Context: an optimization exercise on an open-source flow, tuned for small area. The choices shown serve that exercise and are no tape-out recipe.
Function was checked by simulation only, so behaviour that the tests miss may differ from the original.
No driver is modelled on the clock port, so clock power and skew are understated where the tree is cut down; a real chip needs a root buffer or a tree.
Power figures rest on the tool's default switching activity, not on a simulated workload.

==> job 6594 <==
## alarm_controller
module alarm_controller ( CLK, rst, start_stop_button, set_button, snooze_button, ssd_led_out, led_out) ;
input CLK, rst, start_stop_button, set_button, snooze_button;
output reg [3:0] ssd_led_out;
output [8:0] led_out;
localparam [2:0] S_IDLE0  = 3'd0,
                 S_SET    = 3'd1,
                 S_START  = 3'd2,
                 S_ALARM0 = 3'd3,
                 S_IDLE1  = 3'd4,
                 S_SNZ0   = 3'd5,
                 S_SNZ1   = 3'd6,
                 S_ALARM1 = 3'd7;
reg [2:0] st;
reg [1:0] set_cnt, ss_cnt;    
reg [3:0] div;
wire [3:0] s = ssd_led_out;
wire set_press = set_cnt == 2'b11;
wire ss_press  = ss_cnt == 2'b11;
wire in_set   = st == S_SET;
wire in_start = st == S_START;
wire is_alarm = (st == S_ALARM0) || (st == S_ALARM1);
==> module alarm_controller, before the edit <==
module alarm_controller ( CLK, rst, start_stop_button, set_button, snooze_button, ssd_led_out, led_out) ;
input CLK, rst, start_stop_button, set_button, snooze_button;
output reg [3:0] ssd_led_out;
output [8:0] led_out;
localparam [2:0] S_IDLE0  = 3'd0,
                 S_SET    = 3'd1,
                 S_START  = 3'd2,
                 S_ALARM0 = 3'd3,
                 S_IDLE1  = 3'd4,
                 S_SNZ0   = 3'd5,
                 S_SNZ1   = 3'd6,
                 S_ALARM1 = 3'd7;
reg [2:0] st;
reg [1:0] set_cnt, ss_cnt;    
reg [3:0] div;
wire [3:0] s = ssd_led_out;
wire set_press = set_cnt == 2'b11;
wire ss_press  = ss_cnt == 2'b11;
wire in_set   = st == S_SET;
wire in_start = st == S_START;
wire is_alarm = (st == S_ALARM0) || (st == S_ALARM1);
wire is_snz   = (st == S_SNZ0) || (st == S_SNZ1);
wire counting = in_start || is_alarm;
wire blink    = (st == S_IDLE1) || (st == S_SNZ1) || (st == S_ALARM1);
wire nz  = s[3] | s[2] | s[1] | s[0];
wire is9 = s[3] & s[0];
wire tick = div[3] & ~div[2] & ~div[1];
reg fb;
always @(*) begin
	case (div)
	4'b0000: fb = 1'b1;
	4'b0001: fb = 1'b0;
	4'b0010: fb = 1'b1;
	4'b0101: fb = 1'b1;
	4'b1011: fb = 1'b1;
	4'b0111: fb = 1'b0;
	4'b1110: fb = 1'b1;
	4'b1101: fb = 1'b0;
	4'b1010: fb = 1'b0;
	4'b0100: fb = 1'b0;
	4'b1000: fb = 1'b1;
	default: fb = 1'b0;
	endcase
end
always @(posedge CLK)
	div <= counting ? {div[2:0], fb} : 4'b0000;
always @(posedge CLK) begin
	if (rst) begin
		set_cnt <= 2'b00;
		ss_cnt <= 2'b00;
	end else begin
		set_cnt <= set_button ? 2'b00 : {set_cnt[1] | set_cnt[0], ~set_cnt[1]};
		ss_cnt <= start_stop_button ? 2'b00 : {ss_cnt[1] | ss_cnt[0], ~ss_cnt[1]};
	end
end
wire inc = in_set & set_press & ~is9;
wire dec = in_start & tick & nz;
wire t1 = inc & s[0] | dec & ~s[0];
wire t2 = inc & s[1] & s[0] | dec & ~s[1] & ~s[0];
wire t3 = inc & s[2] & s[1] & s[0] | dec & s[3] & ~s[0];
always @(posedge CLK) begin
	if (rst)
		ssd_led_out <= 4'd0;
	else
		ssd_led_out <= {s[3] ^ t3, (s[2] ^ t2) | is_snz, s[1] ^ t1, (s[0] ^ (inc | dec)) | is_snz};
end
always @(posedge CLK) begin
	if (rst)
		st <= S_IDLE0;
	else
		case (st)
		S_IDLE0, S_IDLE1: st <= S_SET;
		S_SET: if (!inc && ss_press && nz) st <= S_START;
		S_START: if (!nz) st <= S_ALARM0;
		S_ALARM0, S_ALARM1: begin
			if (!snooze_button)
				st <= blink ? S_SNZ1 : S_SNZ0;
			else if (!start_stop_button && ss_press)
				st <= blink ? S_IDLE1 : S_IDLE0;
			else if (tick)
				st <= blink ? S_ALARM0 : S_ALARM1;
		end
		default: st <= S_START;
		endcase
end
assign led_out[0] = blink | nz;
assign led_out[1] = blink | s[3] | s[2] | s[1];
assign led_out[2] = blink | s[3] | s[2] | (s[1] & s[0]);
assign led_out[3] = blink | s[3] | s[2];
assign led_out[4] = blink | s[3] | (s[2] & (s[1] | s[0]));
assign led_out[5] = blink | s[3] | (s[2] & s[1]);
assign led_out[6] = blink | s[3] | (s[2] & s[1] & s[0]);
assign led_out[7] = blink | s[3];
assign led_out[8] = blink | (s[3] & s[0]);
endmodule
clock: 5.0 ns
lec_check: 0
cap_margin: 20
core_area: 2 2 64 64
die_area: 0 0 66 66
slew_margin: 20
standard.sh (not shown) runs the stock make flow with config.mk's settings and CLKGATE_MAP_FILE= SYNTH_SCRIPT=/design/flow/synth_recipe.tcl, a recipe that flattens the netlist after the stock synthesis.
==> flow/flow/run.sh <==
#!/bin/bash
# Own layout flow: the standard layout (standard.sh) with
#  - synthesis through flow/synth.tcl: the standard flow's synthesis script with an
#    area-oriented ABC script (flow/abc_area.script);
#  - the smallest buffer (buf_1) on every input and output port;
#  - a clock tree without dummy loads, clustered into few buffers;
#  - power recovery (downsizing off the critical path) after global routing.
set -euo pipefail
work=$(pwd)
export OWN_ABC_SCRIPT=$work/flow/abc_area.script
export BUFFER_PORTS_ARGS="-buffer_cell sky130_fd_sc_hd__buf_1"
export CTS_ARGS="-sink_clustering_enable -repair_clock_nets -dont_use_dummy_load -buf_list sky130_fd_sc_hd__clkbuf_4 -root_buf sky130_fd_sc_hd__clkbuf_4 -sink_clustering_size 30 -sink_clustering_max_diameter 200"
export RECOVER_POWER=100

make -C "$FLOW_HOME" DESIGN_CONFIG="$work/config.mk" WORK_HOME="$work/orfs" CLKGATE_MAP_FILE= \
  SYNTH_SCRIPT="$work/flow/synth.tcl" synth > "$work/synth.log" 2>&1
bash "$work/standard.sh" > "$work/layout.log" 2>&1
==> flow/flow/abc_area.script <==
strash
&get -n
&deepsyn -T 20
&put
dch -f
amap
==> flow/flow/synth.tcl <==
# The standard flow's synthesis script (synth_recipe.tcl), except that ABC maps the
# combinational logic with an area-oriented script (abc_area.script here).
# Registers, their names and cell types are the same as the standard
# synthesis gives.
proc synth {args} { yosys synth -nofsm -noshare {*}$args }
proc abc {args} {
  set i [lsearch -exact $args -script]
  if {$i >= 0} { lset args [expr {$i + 1}] $::env(OWN_ABC_SCRIPT) }
  yosys abc {*}$args
}
source $::env(SCRIPTS_DIR)/synth.tcl
# left out here: clear keep_hierarchy, flatten, clean up, hide names made inside functions, write 1_2_yosys.v
==> job 1574: changes against job 6594 <==
--- a/flow/design.v
+++ b/flow/design.v
@@ -3,14 +3,14 @@
 output reg [3:0] ssd_led_out;
 output [8:0] led_out;
-localparam [2:0] S_IDLE0  = 3'd0,
-                 S_SET    = 3'd1,
-                 S_START  = 3'd2,
+localparam [2:0] S_IDLE0 = 3'd0,
+                 S_SET = 3'd1,
+                 S_START = 3'd2,
                  S_ALARM0 = 3'd3,
-                 S_IDLE1  = 3'd4,
-                 S_SNZ0   = 3'd5,
-                 S_SNZ1   = 3'd6,
+                 S_IDLE1 = 3'd4,
+                 S_SNZ0 = 3'd5,
+                 S_SNZ1 = 3'd6,
                  S_ALARM1 = 3'd7;
 reg [2:0] st;
-reg [1:0] set_cnt, ss_cnt;    
+reg [1:0] set_cnt, ss_cnt;
 reg [3:0] div;
 wire [3:0] s = ssd_led_out;
@@ -25,22 +25,6 @@
 wire nz  = s[3] | s[2] | s[1] | s[0];
 wire is9 = s[3] & s[0];
-wire tick = div[3] & ~div[2] & ~div[1];
-reg fb;
-always @(*) begin
-	case (div)
-	4'b0000: fb = 1'b1;
-	4'b0001: fb = 1'b0;
-	4'b0010: fb = 1'b1;
-	4'b0101: fb = 1'b1;
-	4'b1011: fb = 1'b1;
-	4'b0111: fb = 1'b0;
-	4'b1110: fb = 1'b1;
-	4'b1101: fb = 1'b0;
-	4'b1010: fb = 1'b0;
-	4'b0100: fb = 1'b0;
-	4'b1000: fb = 1'b1;
-	default: fb = 1'b0;
-	endcase
-end
+wire tick = div[3] & ~div[2] & ~div[0];
+wire fb = (~div[0] & div[2]) ^ ~(div[1] & div[3]);
 always @(posedge CLK)
 	div <= counting ? {div[2:0], fb} : 4'b0000;
@@ -55,5 +39,5 @@
 end
 wire inc = in_set & set_press & ~is9;
-wire dec = in_start & tick & nz;
+wire dec = in_start & tick;
 wire t1 = inc & s[0] | dec & ~s[0];
 wire t2 = inc & s[1] & s[0] | dec & ~s[1] & ~s[0];
==> flow/flow/run.sh (replaced) <==
#!/bin/bash
# Own layout flow: the standard layout (standard.sh) with
#  - synthesis through flow/synth.tcl: the standard flow's synthesis script (same
#    registers, names and cell types), but ABC maps the combinational logic
#    with area-oriented scripts. Twelve scripts (deepsyn with six seeds, each
#    followed by &nf -a or by amap) are run and the smallest result is kept;
#  - the smallest buffer (buf_1) on every input and output port;
#  - one clock buffer driving every flip-flop (flow/one_clock_buffer.tcl,
#    run after CTS in place of the tree it built);
#  - power recovery (downsizing off the critical path) after global routing.
set -euo pipefail
work=$(pwd)
export BUFFER_PORTS_ARGS="-buffer_cell sky130_fd_sc_hd__buf_1"
export CTS_ARGS="-sink_clustering_enable -repair_clock_nets -dont_use_dummy_load -buf_list sky130_fd_sc_hd__clkbuf_4 -root_buf sky130_fd_sc_hd__clkbuf_4 -sink_clustering_size 30 -sink_clustering_max_diameter 200"
export RECOVER_POWER=100
export POST_CTS_TCL="$work/flow/one_clock_buffer.tcl"

mkdir -p "$work/try"
tries=""
for s in 0 1 2 3 4 5; do
  printf 'strash\n&get -n\n&deepsyn -J 100 -S %s\n&dch -f\n&nf -a\n&put\n' $s > "$work/try/nf$s.script"
  printf 'strash\n&get -n\n&deepsyn -J 100 -S %s\n&put\ndch -f\namap\n' $s > "$work/try/am$s.script"
  tries="$tries nf$s am$s"
done

synth_try() {
  OWN_ABC_SCRIPT="$work/try/$1.script" make -C "$FLOW_HOME" DESIGN_CONFIG="$work/config.mk" \
    WORK_HOME="$work/try/$1" CLKGATE_MAP_FILE= SYNTH_SCRIPT="$work/flow/synth.tcl" synth \
    > "$work/synth_$1.log" 2>&1 || true
}
export -f synth_try
export work
printf '%s\n' $tries | xargs -P "${NUM_CORES:-4}" -I{} bash -c 'synth_try {}'

best=""; best_area=""
for t in $tries; do
  stat="$work/try/$t/reports/$FLOW_PLATFORM/alarm_controller/base/synth_stat.txt"
  [[ -f "$work/try/$t/results/$FLOW_PLATFORM/alarm_controller/base/1_synth.odb" && -f "$stat" ]] || continue
  a=$(grep "Chip area" "$stat" | awk '{print $NF}')
  echo "$t $a" >> "$work/synth_areas.log"
  if [[ -z "$best" ]] || awk -v a="$a" -v b="$best_area" 'BEGIN{exit !(a < b)}'; then best=$t; best_area=$a; fi
done
[[ -n "$best" ]]
echo "best $best $best_area" >> "$work/synth_areas.log"
rm -rf "$work/orfs"
cp -a "$work/try/$best" "$work/orfs"

bash "$work/standard.sh" > "$work/layout.log" 2>&1
==> flow/flow/one_clock_buffer.tcl (new file) <==
# Runs at the end of the CTS step (POST_CTS_TCL). The design has few
# flip-flops, so instead of the tree CTS built (a root buffer and leaf
# buffers), the clock port drives one buffer that drives every flip-flop's
# clock pin. Every flip-flop's clock arrives through the same single buffer.
set clk_cell sky130_fd_sc_hd__buf_6
set block [ord::get_db_block]
set port_net [[$block findBTerm CLK] getNet]

# the flip-flops' clock pins and the buffers CTS inserted
set sinks {}
set old_bufs {}
foreach inst [$block getInsts] {
  set master [[$inst getMaster] getName]
  if {[string match "sky130_fd_sc_hd__df*" $master]} {
    lappend sinks [$inst findITerm CLK]
  } elseif {[string match "clkbuf_*" [$inst getName]] && [string match "sky130_fd_sc_hd__clkbuf_*" $master]} {
    lappend old_bufs $inst
  }
}

set net [odb::dbNet_create $block clknet_one_CLK]
$net setSigType CLOCK
set buf [odb::dbInst_create $block [[ord::get_db] findMaster $clk_cell] clkbuf_one_CLK]
[$buf findITerm A] connect $port_net
[$buf findITerm X] connect $net
set xs 0; set ys 0
foreach it $sinks {
  $it disconnect
  $it connect $net
  set b [[$it getInst] getBBox]
  set xs [expr {$xs + ([$b xMin] + [$b xMax]) / 2}]
  set ys [expr {$ys + ([$b yMin] + [$b yMax]) / 2}]
}
foreach inst $old_bufs {
  set out [[$inst findITerm X] getNet]
  odb::dbInst_destroy $inst
  if {$out ne "NULL" && [llength [$out getITerms]] == 0 && [llength [$out getBTerms]] == 0} {
    odb::dbNet_destroy $out
  }
}
$buf setLocation [expr {$xs / [llength $sinks]}] [expr {$ys / [llength $sinks]}]
$buf setPlacementStatus PLACED
puts "one clock buffer: $clk_cell drives [llength $sinks] flip-flops, [llength $old_bufs] CTS buffers removed"
detailed_placement
check_placement -verbose
estimate_parasitics -placement
report_worst_slack -max
report_worst_slack -min
removed: flow/flow/abc_area.script
==> job 3542: changes against job 6594 <==
--- a/flow/design.v
+++ b/flow/design.v
@@ -3,14 +3,14 @@
 output reg [3:0] ssd_led_out;
 output [8:0] led_out;
-localparam [2:0] S_IDLE0  = 3'd0,
-                 S_SET    = 3'd1,
-                 S_START  = 3'd2,
+localparam [2:0] S_IDLE0 = 3'd0,
+                 S_SET = 3'd1,
+                 S_START = 3'd2,
                  S_ALARM0 = 3'd3,
-                 S_IDLE1  = 3'd4,
-                 S_SNZ0   = 3'd5,
-                 S_SNZ1   = 3'd6,
+                 S_IDLE1 = 3'd4,
+                 S_SNZ0 = 3'd5,
+                 S_SNZ1 = 3'd6,
                  S_ALARM1 = 3'd7;
 reg [2:0] st;
-reg [1:0] set_cnt, ss_cnt;    
+reg [1:0] set_cnt, ss_cnt;
 reg [3:0] div;
 wire [3:0] s = ssd_led_out;
@@ -25,22 +25,6 @@
 wire nz  = s[3] | s[2] | s[1] | s[0];
 wire is9 = s[3] & s[0];
-wire tick = div[3] & ~div[2] & ~div[1];
-reg fb;
-always @(*) begin
-	case (div)
-	4'b0000: fb = 1'b1;
-	4'b0001: fb = 1'b0;
-	4'b0010: fb = 1'b1;
-	4'b0101: fb = 1'b1;
-	4'b1011: fb = 1'b1;
-	4'b0111: fb = 1'b0;
-	4'b1110: fb = 1'b1;
-	4'b1101: fb = 1'b0;
-	4'b1010: fb = 1'b0;
-	4'b0100: fb = 1'b0;
-	4'b1000: fb = 1'b1;
-	default: fb = 1'b0;
-	endcase
-end
+wire tick = div[3] & ~div[2] & ~div[0];
+wire fb = (~div[0] & div[2]) ^ ~(div[1] & div[3]);
 always @(posedge CLK)
 	div <= counting ? {div[2:0], fb} : 4'b0000;
@@ -55,5 +39,5 @@
 end
 wire inc = in_set & set_press & ~is9;
-wire dec = in_start & tick & nz;
+wire dec = in_start & tick;
 wire t1 = inc & s[0] | dec & ~s[0];
 wire t2 = inc & s[1] & s[0] | dec & ~s[1] & ~s[0];
==> flow/flow/run.sh (replaced) <==
#!/bin/bash
# Own layout flow: the standard layout (standard.sh) with
#  - synthesis through flow/synth.tcl: the standard flow's synthesis script (same
#    registers, names and cell types), but ABC maps the combinational logic
#    with area-oriented scripts. Twelve scripts (deepsyn with six seeds, each
#    followed by &nf -a or by amap) are run and the smallest result is kept;
#  - the smallest buffer (buf_1) on every input and output port;
#  - a clock tree without dummy loads, clustered into few buffers;
#  - power recovery (downsizing off the critical path) after global routing.
set -euo pipefail
work=$(pwd)
export BUFFER_PORTS_ARGS="-buffer_cell sky130_fd_sc_hd__buf_1"
export CTS_ARGS="-sink_clustering_enable -repair_clock_nets -dont_use_dummy_load -buf_list sky130_fd_sc_hd__clkbuf_4 -root_buf sky130_fd_sc_hd__clkbuf_4 -sink_clustering_size 30 -sink_clustering_max_diameter 200"
export RECOVER_POWER=100

mkdir -p "$work/try"
tries=""
for s in 0 1 2 3 4 5; do
  printf 'strash\n&get -n\n&deepsyn -J 100 -S %s\n&dch -f\n&nf -a\n&put\n' $s > "$work/try/nf$s.script"
  printf 'strash\n&get -n\n&deepsyn -J 100 -S %s\n&put\ndch -f\namap\n' $s > "$work/try/am$s.script"
  tries="$tries nf$s am$s"
done

synth_try() {
  OWN_ABC_SCRIPT="$work/try/$1.script" make -C "$FLOW_HOME" DESIGN_CONFIG="$work/config.mk" \
    WORK_HOME="$work/try/$1" CLKGATE_MAP_FILE= SYNTH_SCRIPT="$work/flow/synth.tcl" synth \
    > "$work/synth_$1.log" 2>&1 || true
}
export -f synth_try
export work
printf '%s\n' $tries | xargs -P "${NUM_CORES:-4}" -I{} bash -c 'synth_try {}'

best=""; best_area=""
for t in $tries; do
  stat="$work/try/$t/reports/$FLOW_PLATFORM/alarm_controller/base/synth_stat.txt"
  [[ -f "$work/try/$t/results/$FLOW_PLATFORM/alarm_controller/base/1_synth.odb" && -f "$stat" ]] || continue
  a=$(grep "Chip area" "$stat" | awk '{print $NF}')
  echo "$t $a" >> "$work/synth_areas.log"
  if [[ -z "$best" ]] || awk -v a="$a" -v b="$best_area" 'BEGIN{exit !(a < b)}'; then best=$t; best_area=$a; fi
done
[[ -n "$best" ]]
echo "best $best $best_area" >> "$work/synth_areas.log"
rm -rf "$work/orfs"
cp -a "$work/try/$best" "$work/orfs"

bash "$work/standard.sh" > "$work/layout.log" 2>&1
removed: flow/flow/abc_area.script
==> summary of the runs <==
The lowest cell count belongs to job 1574, the highest to job 6594.
In job 1574 the global-route usage is lower than in job 3542, by 0.53 points.
In count of clock-buffer cells in the layout, job 3542 and job 6594 do not differ.
Utilization: job 1574 < job 3542 < job 6594.
Critical path depth: job 6594 is lower than job 3542 (2).
==> figures <==
	job 6594	job 3542	job 1574
Met1 WL	738 um	862 um	793 um
Capture instance of the worst register-to-register path	ssd_led_out[2]$_SDFF_PP0_	st[0]$_SDFFE_PP0P_	st[0]$_SDFFE_PP0P_
Sequential cell fraction of total power	63.3%	62.7%	69.7%
Pin count of the biggest net entering global routing	11	11	16
Number of optimization iterations in the first detailed-route pass	4	4	5
Area after DPL	800 um2	774 um2	774 um2
Crit path DAT	1.63 ns	1.90 ns	1.77 ns
Final clock-cell share	2.74%	2.83%	-
Post-synthesis compound-gate area fraction	16.5%	23.7%	23.7%
Status	no timing/DRC/antenna violations	no timing/DRC/antenna violations	no timing/DRC/antenna violations
Clkbuf count	3	3	-
In job 1574 the design's own scripts or RTL, not TritonCTS, make the clock network.

port drivers added, routing unchanged:
Ports are ideal in the flow. The routed layouts listed here were re-timed in OpenROAD.
Step 1 (the two cells are an assumption about what drives the block):
set clk [get_ports {CLK}]
set_driving_cell -lib_cell sky130_fd_sc_hd__clkbuf_16 $clk
set_driving_cell -lib_cell sky130_fd_sc_hd__buf_2 [delete_from_list [all_inputs] $clk]
Step 2 also shifts input and output timing later by t, the mid clock arrival at the registers, as if the neighbouring blocks saw the same clock.
a / b / c = ideal ports / drivers / drivers and shift; a / b = the first two.
| run | t, ns | setup WS [ns] | worst setup path after step 2 | latest minus earliest clock arrival (ns) | cell pins on the clock port's net |
|---|---|---|---|---|---|
| job 6594 | 0.296 | 2.373 / 2.354 / 2.650 | register to output | 0.002 / 0.001 | 1 |
| job 1574 | 0.149 | 2.226 / 2.205 / 2.354 | register to output | 0.002 / 0.002 | 1 |
| job 3542 | 0.302 | 2.097 / 2.077 / 2.379 | register to output | 0.014 / 0.014 | 1 |
After both steps every run listed still meets setup and hold.
